Background: an optimization exercise with open tools, aiming at small area and a short achievable clock period. Do not read the settings as production practice.
Function was checked by simulation only, so behaviour that the tests miss may differ from the original.

## design.v

```verilog
module weighted_mean #(
         parameter  N_INPUT =4,
         parameter SIZE =32  
			)  
		  (
		input  clk, reset,enable,reset_s,
		input  [N_INPUT*SIZE-1 :0] in,
		input  [N_INPUT*SIZE-1 :0] weight,
		output  reg [31:0]  mean
			);
integer i;			
reg [31:0]sum[0:3];
reg [31:0]weighted_sum[0:3]; 
reg [31:0] sum_all;
reg [31:0] weighted_sum_all;
reg [31:0]weight_in_prod[0:3];
reg [31:0] weight_sum;
reg [31:0] sum_weight_in_prod;
 always @(posedge clk)  begin
 if(reset)
 begin 
  sum_weight_in_prod <=0;
  weighted_sum_all <= 0;
 end else begin
 sum_weight_in_prod <= weight_in_prod[0]+weight_in_prod[1]+weight_in_prod[2]+weight_in_prod[3];
 weighted_sum_all<=weighted_sum[0]+weighted_sum[1]+weighted_sum[2]+weighted_sum[3];
 end 
 end
 always @(*)
 begin
 			if(reset) begin
	   weight_in_prod[0]=0;
		weight_in_prod[1]=0;
	   weight_in_prod[2]=0;
		weight_in_prod[3]=0;
		weighted_sum[0]=0;
		weighted_sum[1]=0;
		weighted_sum[2]=0;
		weighted_sum[3]=0;
		sum[0]=0;
		sum[1]=0;
		sum[2]=0;
		sum[3]=0;
		     sum_all = 0;
			  mean    = 0;
			  weight_sum = 0;
		 			end
         else 
			begin  
			 for( i=0; i < N_INPUT; i=i+1) 
				begin
				weight_in_prod[i] = (in[i*SIZE +: SIZE]*weight[i*SIZE +: SIZE]);
				sum_all = sum_weight_in_prod; 
				weighted_sum[i] =	weight[i*SIZE +: SIZE];
				end
				mean = (weighted_sum_all == 32'd0) ? 32'hFFFFFFFF : sum_all/weighted_sum_all;
			end
	end
endmodule 
```

## run.sh

```bash
#!/bin/bash
# synth_recipe.tcl (not shown) runs the flow's synth.tcl, then flattens the netlist and writes it again
# the make line also repeats each setting of config.mk as NAME=value (left out here)
make -C /OpenROAD-flow-scripts/flow DESIGN_CONFIG=/design/flow/config.mk WORK_HOME=/design/flow/orfs CLKGATE_MAP_FILE= SYNTH_SCRIPT=/design/flow/synth_recipe.tcl finish
```

## config.mk

```make
export PLATFORM = sky130hd
export DESIGN_NAME = weighted_mean
export DESIGN_NICKNAME = weighted_mean
export VERILOG_FILES = /design/flow/design.v
export SDC_FILE = /design/flow/constraint.sdc
export NUM_CORES = 4
export LEC_CHECK = 0
export CAP_MARGIN = 20
export CORE_MARGIN = 2
export CORE_UTILIZATION = 40
export SLEW_MARGIN = 20
```

## constraint.sdc

```tcl
create_clock -name core_clock -period 92.0 [get_ports {clk}]
set_input_delay 18.4000 -clock core_clock [delete_from_list [all_inputs] [get_ports {clk}]]
set_output_delay 18.4000 -clock core_clock [all_outputs]
set_load 0.01 [all_outputs]
```

==> flow_summary_export.csv <==
group,metric,value,unit
setup_path,cp-end-kind,"output port",
place,dp_hpwl,275.6,mm
floorplan,io_pins,292,
status,run_status,"finished clean",
routing,route.antenna.remaining_nets,0,
timing,fmax,11.30,MHz
logic_synthesis,ys_types,114,
finish,area_growth,18.98,%
place,dpl.cell_count,17283,
setup_path,startpoint,"weighted_sum_all[29]",
timing,slew_violations,0,
floorplan,die_h,501.9,um
routing,drt_iter0_drc,6067,
setup_path,critPathSlowestCell,"or4_4",
setup_path,cp_max_fo,16,
flow_run,drv_cap,0,
setup_path,path_depth,333,
logic_synthesis,yosys_warnings,4,
global_route,track_usage,0.2756,
logic_synthesis,synth_edf_count,0,
global_route,antenna_found_initial,19,
timing,period_share,0.9619,
logic_synthesis,synth-seq-cells,64,
place,placed_area,116900,um^2
clock_tree,h-tree-depth,3,
place,port_buffers,289,
setup_path,crit_family,"compound AO/OA/AOI/OAI gates",
setup_path,cp.arrival,70.09,ns
routing,avgViaCountPerCell,5.277,
routing,vias,91430,
place,place_congestion,0.9452,
setup_path,startpoint_type,"flop",
clock_tree,cts_num_sinks,64,
global_route,grt_max_degree,121,
setup_path,cp.required,73.60,ns
floorplan,initial_core_util,0.4028,
global_route,grt_pass1_wl,537.8,mm
timing,slew_headroom,0.1981,
min_path,hold_path.class,"in -> reg",
floorplan,dieArea,251900,um^2
finish,final_common_cell,"inv_1",
timing,fin_setup_tns,0,ns
clock_tree,clk_pin_slew,0.06,ns
floorplan,fp.dieW,501.9,um
clock_tree,cts_tree,"built",
global_route,grt_pass1_vias,93144,
timing,period_needed,88.49,ns
logic_synthesis,ys_async_sr_fraction,0,
logic_synthesis,synth_area,99170,um^2
timing,hold_violations,0,
finish,fin_cells,17326,
logic_synthesis,synthFlopType,"dfxtp_1",
clock_tree,cts_buffers,9,
setup_path,critical_path_class,"reg -> out",
clock_tree,clockRootBuffer,"clkbuf_16",
finish,postLayoutCoreUtil,0.4793,
logic_synthesis,syn_area_per_cell,7.898,um^2
finish,layout_common_cells,"inv_1, nand2_1, fa_1, buf_4, ha_1",
finish,fin_area,118000,um^2
finish,fillers,24416,
global_route,grt-ovfl-total,0,
timing,worst_pin_slew,1.199,ns
setup_path,critPathBufInv,50,
logic_synthesis,synth_nets,15655,
routing,drt_pre_antenna_iters,6,
logic_synthesis,netlist_instances,12556,
logic_synthesis,ys_seq_area_frac,0.01292,
finish,fin_nets,17101,
timing,setup_viol,0,
routing,wl_per_cell,19.99,um
timing,hold_ws,18.61,ns
routing,drc,0,
place,place_ws,0.1508,ns
finish,layout-drive-gt1-share,0.1481,
floorplan,fp.coreArea,246200,um^2
setup_path,endpoint,"mean[0]",
clock_tree,clockBufferDepth,2,
floorplan,rows,182,
setup_path,path_common_cell,"buf_4",
routing,wl,346.4,mm
setup_path,max_stage_delay,0.58,ns
timing,worst_slack,3.507,ns
-- metal layers --
| metal | track usage | wire length, um | vias up |
|---|---|---|---|
| met5 | 0.002508 | 135 | - |
| met4 | 0.1094 | 16440 | 8 |
| met3 | 0.03594 | 24610 | 682 |
| met2 | 0.4517 | 158000 | 3193 |
| met1 | 0.3675 | 147200 | 45134 |
| li1 | - | - | 42413 |
-- synth_stat cells (139+ instances only) --
| library cell | instances | area, um^2 |
|---|---|---|
| fa_1 | 1756 | 35150 |
| inv_1 | 2223 | 8344 |
| nand2_1 | 2157 | 8097 |
| nand3_1 | 139 | 695.7 |
| clkbuf_1 | 519 | 1948 |
| a21o_1 | 197 | 1479 |
| o21a_1 | 153 | 1149 |
| and2_1 | 486 | 3040 |
| o21ai_0 | 300 | 1501 |
| xnor2_1 | 460 | 4029 |
| nor2_1 | 598 | 2245 |
| nand2b_1 | 225 | 1408 |
| nor2b_1 | 150 | 938.4 |
| ha_1 | 1083 | 13550 |
| nor3_1 | 198 | 991.0 |
| a21oi_1 | 480 | 2402 |
| xor2_1 | 227 | 1988 |
-- worst min path at each step --
stage | slack, ns | cells after the start | start | to
6_report | 18.61 | 2 | reset | weighted_sum_all[1]
5_1_grt | 18.60 | 2 | reset | weighted_sum_all[1]
3_5_place_dp | 18.91 | 2 | reset | weighted_sum_all[1]
2_1_floorplan | 18.77 | 4 | weight[63] | weighted_sum_all[31]
4_1_cts | 18.56 | 2 | reset | weighted_sum_all[1]
3_3_place_gp | 18.89 | 2 | reset | weighted_sum_all[7]
-- registers in the layout (all words and copies together), names as in the netlist --
register	count
sum_weight_in_prod	32
weighted_sum_all	32
-- layout make-up --
class | count | area, um^2 | area share
Timing Repair Buffer | 2004 | 15870 | 0.1345
Tap cell | 3312 | 4144 | 0.03512
Inverter | 2224 | 8348 | 0.07076
Sequential cell | 64 | 1282 | 0.01087
Antenna cell | 7 | 17.52 | 0.0001485
Clock buffer | 10 | 239.0 | 0.002026
Clock inverter | 6 | 42.54 | 0.0003606
Multi-Input combinational cell | 9699 | 88040 | 0.7462
-- kinds of logic after synthesis --
group	Yosys count	share of synthesized area
simple gates	4315	0.2005
fa+ha+maj	2839	0.4911
flops	64	0.01292
buf+inv	2793	0.1061
xor+xnor	689	0.06113
compound gates	1759	0.1175
mux	97	0.01064
-- repair_timing --
item	4_1_cts	5_1_grt
buffers inserted	4	16
gates cloned	0	0
resized for setup	3	143
endpoints found under the hold margin	0	0
pin swaps	1	30
endpoints found under the setup margin	1	2
hold buffers	0	0

separate check: timing with driven ports:
Ports are ideal in the flow. The routed layout listed here was re-timed in OpenROAD.
Step 1: set_driving_cell puts a clkbuf_16 on clk and a buf_2 on each other input, an assumption about the parent block.
Step 2, shift: input delay + t, output delay - t, t = (earliest + latest rising clock arrival at the registers) / 2. This alone moves slack from input paths to output paths.
Slacks: ideal ports / drivers / drivers and shift; pairs: ideal ports / drivers.
t, ns: 0.409
setup WS [ns]: 3.507 / 3.438 / 3.847
worst data-port slew with drivers (ns): 0.18
After both steps this run still meets setup and hold. The setup slack of this run moves by -0.069 ns with the drivers and by +0.340 ns with both steps.
